Context: an optimization exercise on an open-source flow, tuned for small area. The choices shown serve that exercise and are no tape-out recipe.
In this exercise RTL edits were held to simulation tests only and were not proved equivalent to the original.
No driver is modelled on the clock port, so clocking that relies on it looks cheaper here than on a real chip.
No activity file was given, so power comes from the tool's default toggle rates.

## axi_stream_insert_header
module axi_stream_insert_header #(
    parameter DATA_WD = 32,
    parameter DATA_BYTE_WD = DATA_WD / 8,
    parameter BYTE_CNT_WD = $clog2(DATA_BYTE_WD)
) (
    input clk,
    input rst_n,
    input valid_in,
    input [DATA_WD-1 : 0] data_in,
    input [DATA_BYTE_WD-1 : 0] keep_in,
    input last_in,
    output ready_in,
    output valid_out,
    output [DATA_WD-1 : 0] data_out,
    output [DATA_BYTE_WD-1 : 0] keep_out,
    output last_out,
    input ready_out,
    input valid_insert,
    input [DATA_WD-1 : 0] header_insert,
    input [DATA_BYTE_WD-1 : 0] keep_insert,
    input [BYTE_CNT_WD : 0] byte_insert_cnt,
    output ready_insert
);
reg  [1:0] st;
wire s_idle = ~st[1] & ~st[0];
wire s_hdr  = ~st[1] &  st[0];
wire s_io   =  st[1] &  st[0];
wire s_wait =  st[1] & ~st[0];
reg        v3;
reg  [31:0] mem0, mem1, mem2, mem3;
reg  [1:0] cnt_lo;
reg  [2:0] cnt_hi;
wire [4:0] cnt_in = {cnt_hi, cnt_lo};
reg  [4:0] cnt_out;
reg  [2:0] bict;
reg  [3:0] kit;
reg  [3:0] kl;
reg  [31:0] dreg;
reg  [3:0] kreg;
reg        lreg;
assign ready_in     = st[0];
assign ready_insert = s_idle;
assign valid_out    = s_io;
assign data_out     = dreg;
assign last_out     = lreg;
wire ain0 = (cnt_lo == 2'd3);
wire ain1 = (cnt_lo == 2'd0);
wire ain2 = (cnt_lo == 2'd1);
wire ain3 = (cnt_lo == 2'd2);
wire hacc = valid_insert & s_idle;
wire hs   = hacc & ain0;
wire we   = valid_in & st[0];
wire load = ready_out & (s_io | (s_hdr & ain3) | (s_wait & valid_in));
function incf;
    input [3:0] k;
    input [2:0] c;
    reg t1, t2, t3, t4;
begin
    t1 = k[0] | k[1] | k[2] | k[3];
    t2 = (k[0] & (k[1] | k[2] | k[3])) | (k[1] & (k[2] | k[3])) | (k[2] & k[3]);
    t3 = (k[0] & k[1] & (k[2] | k[3])) | (k[2] & k[3] & (k[0] | k[1]));
    t4 = k[0] & k[1] & k[2] & k[3];
    case (c)
        3'd0: incf = 1'b0;
        3'd1: incf = t4;
        3'd2: incf = t3;
        3'd3: incf = t2;
        3'd4: incf = t1;
        default: incf = 1'b1;
    endcase
end
endfunction
wire inc = incf(kl, bict);
wire [4:0] cnt_out_p1 = cnt_out + 5'd1;
wire match = inc ? (cnt_out == cnt_in) : (cnt_out_p1 == cnt_in);
wire last_nx = s_io & ready_out & match;
wire [2:0] s = byte_insert_cnt;
wire [4:0] sd = {s == 3'd4, s == 3'd3, s == 3'd2, s == 3'd1, s == 3'd0};
wire s_big = ~|sd;
  ...
clock: 5.5 ns
lec_check: 0
cap_margin: 0
core_margin: 2
core_utilization: 40
gpl_routability_driven: 0
place_density: 0.8
slew_margin: 0
synth_hierarchical: 1
synth_minimum_keep_size: 0
standard.sh (not shown) runs the stock make flow with config.mk's settings and CLKGATE_MAP_FILE= SYNTH_SCRIPT=/design/flow/synth_recipe.tcl, a recipe that flattens the netlist after the stock synthesis.
==> flow/flow/run.sh <==
#!/bin/bash
# Standard ORFS layout (the standard.sh, standard synthesis) with:
#  - plain buf_1 cells as the port buffers,
#  - CTS with clkbuf_8 and no dummy loads,
#  - a power-recovery resize after CTS and after global routing (downsizes
#    cells that have slack).
set -uo pipefail
here=$(pwd)
export BUFFER_PORTS_ARGS="-buffer_cell sky130_fd_sc_hd__buf_1"
export CTS_ARGS="-sink_clustering_enable -repair_clock_nets -dont_use_dummy_load -buf_list sky130_fd_sc_hd__clkbuf_8"
export POST_CTS_TCL="$here/flow/post_cts.tcl"
export RECOVER_POWER=100
bash standard.sh finish > flow.log 2>&1
==> flow/flow/post_cts.tcl <==
# Downsize cells that have timing slack to spare, then re-legalize.
log_cmd repair_timing -recover_power 100 -verbose
log_cmd detailed_placement
check_placement -verbose
The first run finished with capacitance limit, slew limit left.
==> next run, changes <==
==> flow/flow/run.sh (replaced) <==
#!/bin/bash
# Standard ORFS layout (the standard.sh, standard synthesis) with:
#  - plain buf_1 cells as the port buffers,
#  - CTS with clkbuf_8 and no dummy loads,
#  - a power-recovery resize after CTS (downsizes cells that have slack).
set -uo pipefail
here=$(pwd)
export BUFFER_PORTS_ARGS="-buffer_cell sky130_fd_sc_hd__buf_1"
export CTS_ARGS="-sink_clustering_enable -repair_clock_nets -dont_use_dummy_load -buf_list sky130_fd_sc_hd__clkbuf_8"
export POST_CTS_TCL="$here/flow/post_cts.tcl"
bash standard.sh finish > flow.log 2>&1
=>
- The changed run ran to the end with no violations
- routed wire length is about the same
- total power stays flat
- count of clock-buffer cells in the layout stays the same
- worst setup slack gains 0.38 ns
- design area hardly moves
- register-to-register slack gets better by 1.0 ns
- cell count does not change
- clock skew hardly moves
- synthesized area does not change
- sequential cell count stays the same
- core utilization rose by 0.12 points


== exp/juniper ==
The RTL this note starts from:
==> flow/design.v <==
module axi_stream_insert_header #(
    parameter DATA_WD = 32,
    parameter DATA_BYTE_WD = DATA_WD / 8,
    parameter BYTE_CNT_WD = $clog2(DATA_BYTE_WD)
) (
    input clk,
    input rst_n,
    input valid_in,
    input [DATA_WD-1 : 0] data_in,
    input [DATA_BYTE_WD-1 : 0] keep_in,
    input last_in,
    output ready_in,
    output valid_out,
    output [DATA_WD-1 : 0] data_out,
    output [DATA_BYTE_WD-1 : 0] keep_out,
    output last_out,
    input ready_out,
    input valid_insert,
    input [DATA_WD-1 : 0] header_insert,
    input [DATA_BYTE_WD-1 : 0] keep_insert,
    input [BYTE_CNT_WD : 0] byte_insert_cnt,
    output ready_insert
);
reg  [1:0] st;
wire s_idle = ~st[1] & ~st[0];
wire s_hdr  = ~st[1] &  st[0];
wire s_io   =  st[1] &  st[0];
wire s_wait =  st[1] & ~st[0];
reg        v3;
reg  [31:0] mem0, mem1, mem2, mem3;
reg  [1:0] cnt_lo;
reg  [2:0] cnt_hi;
wire [4:0] cnt_in = {cnt_hi, cnt_lo};
reg  [4:0] cnt_out;
reg  [2:0] bict;
reg  [3:0] kit;
reg  [3:0] kl;
reg  [31:0] dreg;
reg  [3:0] kreg;
reg        lreg;
assign ready_in     = st[0];
assign ready_insert = s_idle;
assign valid_out    = s_io;
assign data_out     = dreg;
assign last_out     = lreg;
wire ain0 = (cnt_lo == 2'd3);
wire ain1 = (cnt_lo == 2'd0);
wire ain2 = (cnt_lo == 2'd1);
wire ain3 = (cnt_lo == 2'd2);
wire hacc = valid_insert & s_idle;
wire hs   = hacc & ain0;
wire we   = valid_in & st[0];
wire load = ready_out & (s_io | (s_hdr & ain3) | (s_wait & valid_in));
function incf;
    input [3:0] k;
    input [2:0] c;
    reg t1, t2, t3, t4;
begin
    t1 = k[0] | k[1] | k[2] | k[3];
    t2 = (k[0] & (k[1] | k[2] | k[3])) | (k[1] & (k[2] | k[3])) | (k[2] & k[3]);
    t3 = (k[0] & k[1] & (k[2] | k[3])) | (k[2] & k[3] & (k[0] | k[1]));
    t4 = k[0] & k[1] & k[2] & k[3];
    case (c)
        3'd0: incf = 1'b0;
        3'd1: incf = t4;
        3'd2: incf = t3;
        3'd3: incf = t2;
        3'd4: incf = t1;
        default: incf = 1'b1;
    endcase
end
endfunction
wire inc = incf(kl, bict);
wire [4:0] cnt_out_p1 = cnt_out + 5'd1;
wire match = inc ? (cnt_out == cnt_in) : (cnt_out_p1 == cnt_in);
wire last_nx = s_io & ready_out & match;
wire [2:0] s = byte_insert_cnt;
wire [4:0] sd = {s == 3'd4, s == 3'd3, s == 3'd2, s == 3'd1, s == 3'd0};
wire s_big = ~|sd;
wire inc_nx = (we & last_in) ? incf(keep_in, bict) : inc;
wire [7:0] kw;
assign kw[3:0] = kl & {4{~inc_nx}};
wire [3:0] kwin;
genvar b, i, k;
generate
    for (b = 0; b < 4; b = b + 1) begin : g_kw
        aoi_sel2 u_kh (.e({inc_nx, ~inc_nx}), .d({kl[b], kit[b]}), .y(kw[b+4]));
        aoi_sel5 u_kw (.e(sd), .d(kw[b+4:b]), .y(kwin[b]));
    end
endgenerate
assign keep_out = lreg ? kreg : {4{inc}};
wire [1:0] a = cnt_out[1:0];
wire sz = sd[0];
wire [2:0] q = {1'b0, a} + {2'b00, sz};
wire q0 = (q == 3'd0);
wire q1 = (q == 3'd1);
wire q2 = (q == 3'd2);
wire q3 = (q == 3'd3);
wire vlo = ~s_big & (q0 | q1 | q2 | (q3 & v3));
wire vhi = ~s_big & (q0 | q1 | (q2 & v3));
wire [3:0] rs = {sd[1], sd[2], sd[3], sd[0] | sd[4]};
wire [31:0] wlo;
wire [23:0] whi;
wire [55:0] t = {wlo, whi};
wire [31:0] dnx;
wire we0 = we & ain0;
wire we1 = we & ain1;
wire we2 = we & ain2;
wire we3 = we & ain3;
wire [31:0] mem0_d, mem1_d, mem2_d, mem3_d;
generate
    for (b = 0; b < 32; b = b + 1) begin : g_bit
        aoi_sel4 u_lo (.e({q3, q2, q1, q0}), .d({mem3[b], mem2[b], mem1[b], mem0[b]}), .y(wlo[b]));
        aoi_sel3 u_w0 (.e({hs, we0, ~(hs | we0)}), .d({header_insert[b], data_in[b], mem0[b]}), .y(mem0_d[b]));
        aoi_sel2 u_w1 (.e({we1, ~we1}), .d({data_in[b], mem1[b]}), .y(mem1_d[b]));
        aoi_sel2 u_w2 (.e({we2, ~we2}), .d({data_in[b], mem2[b]}), .y(mem2_d[b]));
        aoi_sel2 u_w3 (.e({we3, ~we3}), .d({data_in[b], mem3[b]}), .y(mem3_d[b]));
    end
    for (b = 8; b < 32; b = b + 1) begin : g_hi
        aoi_sel3 u_hi (.e({~q0 & ~q1, q1, q0}), .d({mem3[b], mem2[b], mem1[b]}), .y(whi[b-8]));
    end
    for (i = 0; i < 4; i = i + 1) begin : g_out
        wire [3:0] e;
        for (k = 0; k < 4; k = k + 1) begin : g_sel
            assign e[k] = load & rs[k] & ((i + k < 4) ? vlo : vhi);
        end
        for (b = 0; b < 8; b = b + 1) begin : g_ob
            aoi_sel5 u_o (.e({~load, e}),
                          .d({dreg[31-8*i-b], t[55-8*(i+3)-b], t[55-8*(i+2)-b], t[55-8*(i+1)-b], t[55-8*i-b]}),
                          .y(dnx[31-8*i-b]));
        end
    end
endgenerate
always @(posedge clk or negedge rst_n) begin
    if (!rst_n) begin
        st <= 2'b00;
        cnt_lo <= 2'b11;
        v3 <= 1'b0;
    end else begin
        case (st)
            2'b00: st <= valid_insert ? 2'b01 : 2'b00;
            2'b01: st <= ain3 ? (ready_out ? 2'b11 : 2'b10) : 2'b01;
            2'b10: st <= (valid_in & ready_out) ? 2'b11 : 2'b10;
            default: st <= lreg ? 2'b00 : 2'b11;
        endcase
        if (hs)
            cnt_lo <= 2'd0;
        else if (we)
            cnt_lo <= cnt_lo + 2'd1;
        if (we & ain3)
            v3 <= 1'b1;
    end
end
always @(posedge clk) begin
    mem0 <= mem0_d;
    mem1 <= mem1_d;
    mem2 <= mem2_d;
    mem3 <= mem3_d;
    if (hs)
        cnt_hi <= 3'd0;
    else if (we & (cnt_lo == 2'd3))
        cnt_hi <= cnt_hi + 3'd1;
    if (hs)
        kl <= 4'd0;
    else if (we & last_in)
        kl <= keep_in;
    if (hacc) begin
        bict <= byte_insert_cnt;
        kit <= keep_insert;
    end
    cnt_out <= load ? cnt_out_p1 : 5'd0;
    lreg <= last_nx;
    dreg <= dnx;
    if (last_nx)
        kreg <= kwin;
end
endmodule
module aoi_sel2 (input [1:0] e, input [1:0] d, output y);
    assign y = |(e & d);
endmodule
module aoi_sel3 (input [2:0] e, input [2:0] d, output y);
    assign y = |(e & d);
endmodule
module aoi_sel4 (input [3:0] e, input [3:0] d, output y);
    assign y = |(e & d);
endmodule
module aoi_sel5 (input [4:0] e, input [4:0] d, output y);
    assign y = |(e & d);
endmodule
Settings: LEC_CHECK=0, CAP_MARGIN=0, CORE_MARGIN=2, CORE_UTILIZATION=40, PLACE_DENSITY=0.8, SLEW_MARGIN=0, SYNTH_HIERARCHICAL=1, SYNTH_MINIMUM_KEEP_SIZE=0; clock period 5.5 ns.
==> flow/flow/run.sh <==
#!/bin/bash
# Standard ORFS layout (the standard.sh, standard synthesis) with:
#  - plain buf_1 cells as the port buffers,
#  - CTS with clkbuf_8 and no dummy loads,
#  - a power-recovery resize after CTS (downsizes cells that have slack).
set -uo pipefail
here=$(pwd)
export BUFFER_PORTS_ARGS="-buffer_cell sky130_fd_sc_hd__buf_1"
export CTS_ARGS="-sink_clustering_enable -repair_clock_nets -dont_use_dummy_load -buf_list sky130_fd_sc_hd__clkbuf_8"
export POST_CTS_TCL="$here/flow/post_cts.tcl"
bash standard.sh finish > flow.log 2>&1
Scripts as last shown in full above: flow/flow/post_cts.tcl
--- input diff exp/juniper..exp/lagoon ---
Settings: swapping 0.8 for 0.7 in PLACE_DENSITY; putting GPL_ROUTABILITY_DRIVEN at 0 where nothing was set.
Notes after the runs:
exp/lagoon completed end to end with timing, DRC and antenna clean. Summary of exp/lagoon over exp/juniper: via count went down; number of vias per cell after detailed routing decreased by about 2.3% relative to the old numbers. From exp/lagoon to exp/juniper, die area did not move at all. STATUS hold slack: exp/lagoon loses against exp/juniper. Re mean instance size in the synthesized netlist: no difference whatsoever between exp/juniper and exp/lagoon. Critical path capture point = dreg[21]$_DFF_P_: exp/lagoon; critical path capture point = dreg[18]$_DFF_P_: exp/juniper. When exp/lagoon is measured against exp/juniper, its share of final-layout standard cells stronger than drive strength 1 turns out 0.32 points higher. Cell area after placement, exp/lagoon vs exp/juniper: up slightly. Between exp/lagoon and exp/juniper, the relative area change from synthesis to final layout is higher for exp/lagoon.
The following lists how exp/onyx was set up differently from exp/lagoon:
Settings: GPL_ROUTABILITY_DRIVEN no longer set, was 0; PLACE_DENSITY now 0.6, was 0.7.
Notes after the runs:
Timing, DRC, antenna: 0 failures across exp/lagoon and exp/onyx. Any difference in clock network latency to the later pin of the worst-skew pair between exp/onyx and exp/lagoon is small enough to ignore. Going from exp/lagoon to exp/onyx, the number of search-and-repair iterations in the first detailed-routing pass was found to have gone up by 1. The time the worst path needs with I/O delays and setup in exp/onyx sits 0.078 ns above the value recorded for exp/lagoon. Wire length of the first global-routing pass: exp/lagoon and exp/onyx compared, lower one is exp/lagoon. Worst setup slack for register-to-register paths: exp/lagoon and exp/onyx compared, lower one is exp/lagoon. Going from exp/lagoon to exp/onyx, wire length reported by the detailed router grew slightly. On setup slack of the critical path after layout, the higher figure sits with exp/lagoon, not exp/onyx. On exp/onyx: detailed-placement wirelength estimate is 0.40% lower than what exp/lagoon gave. Status: switching component of the power parity (exp/lagoon, exp/onyx). Looking at exp/lagoon and exp/onyx, the switching part of the total is a wash. Clock network power: exp/lagoon vs exp/onyx, no meaningful difference.

-- separate check: timing with driven ports --
Ports are ideal in the flow. The routed layouts listed here were re-timed in OpenROAD.
Step 1: set_driving_cell puts a clkbuf_16 on clk and a buf_2 on each other input, an assumption about the parent block.
Step 2 times the ports against the registers' clock, not the clock port: input delays grow and output delays shrink by t, the midpoint of the rising clock arrivals with the driver on.
Three values: no drivers, after step 1, after step 2; two values: the first two.
| run | t, ns | setup WS [ns] | worst hold slack (ns) | worst setup path after step 2 | worst register clock-pin slew, ns |
|---|---|---|---|---|---|
| the first run of note 1 | 0.499 | 0.656 / 0.672 / 0.173 | 0.486 / 0.486 / 0.486 | input to register | 0.11 / 0.11 |
| the second run of note 1 | 0.500 | 1.038 / 1.053 / 0.553 | 0.483 / 0.483 / 0.483 | input to register | 0.11 / 0.11 |
| exp/juniper | 0.500 | 1.038 / 1.053 / 0.553 | 0.483 / 0.483 / 0.483 | input to register | 0.11 / 0.11 |
| exp/lagoon | 0.491 | 1.564 / 1.574 / 1.083 | 0.480 / 0.480 / 0.480 | input to register | 0.10 / 0.10 |
| exp/onyx | 0.494 | 1.486 / 1.509 / 1.016 | 0.477 / 0.477 / 0.477 | input to register | 0.12 / 0.12 |
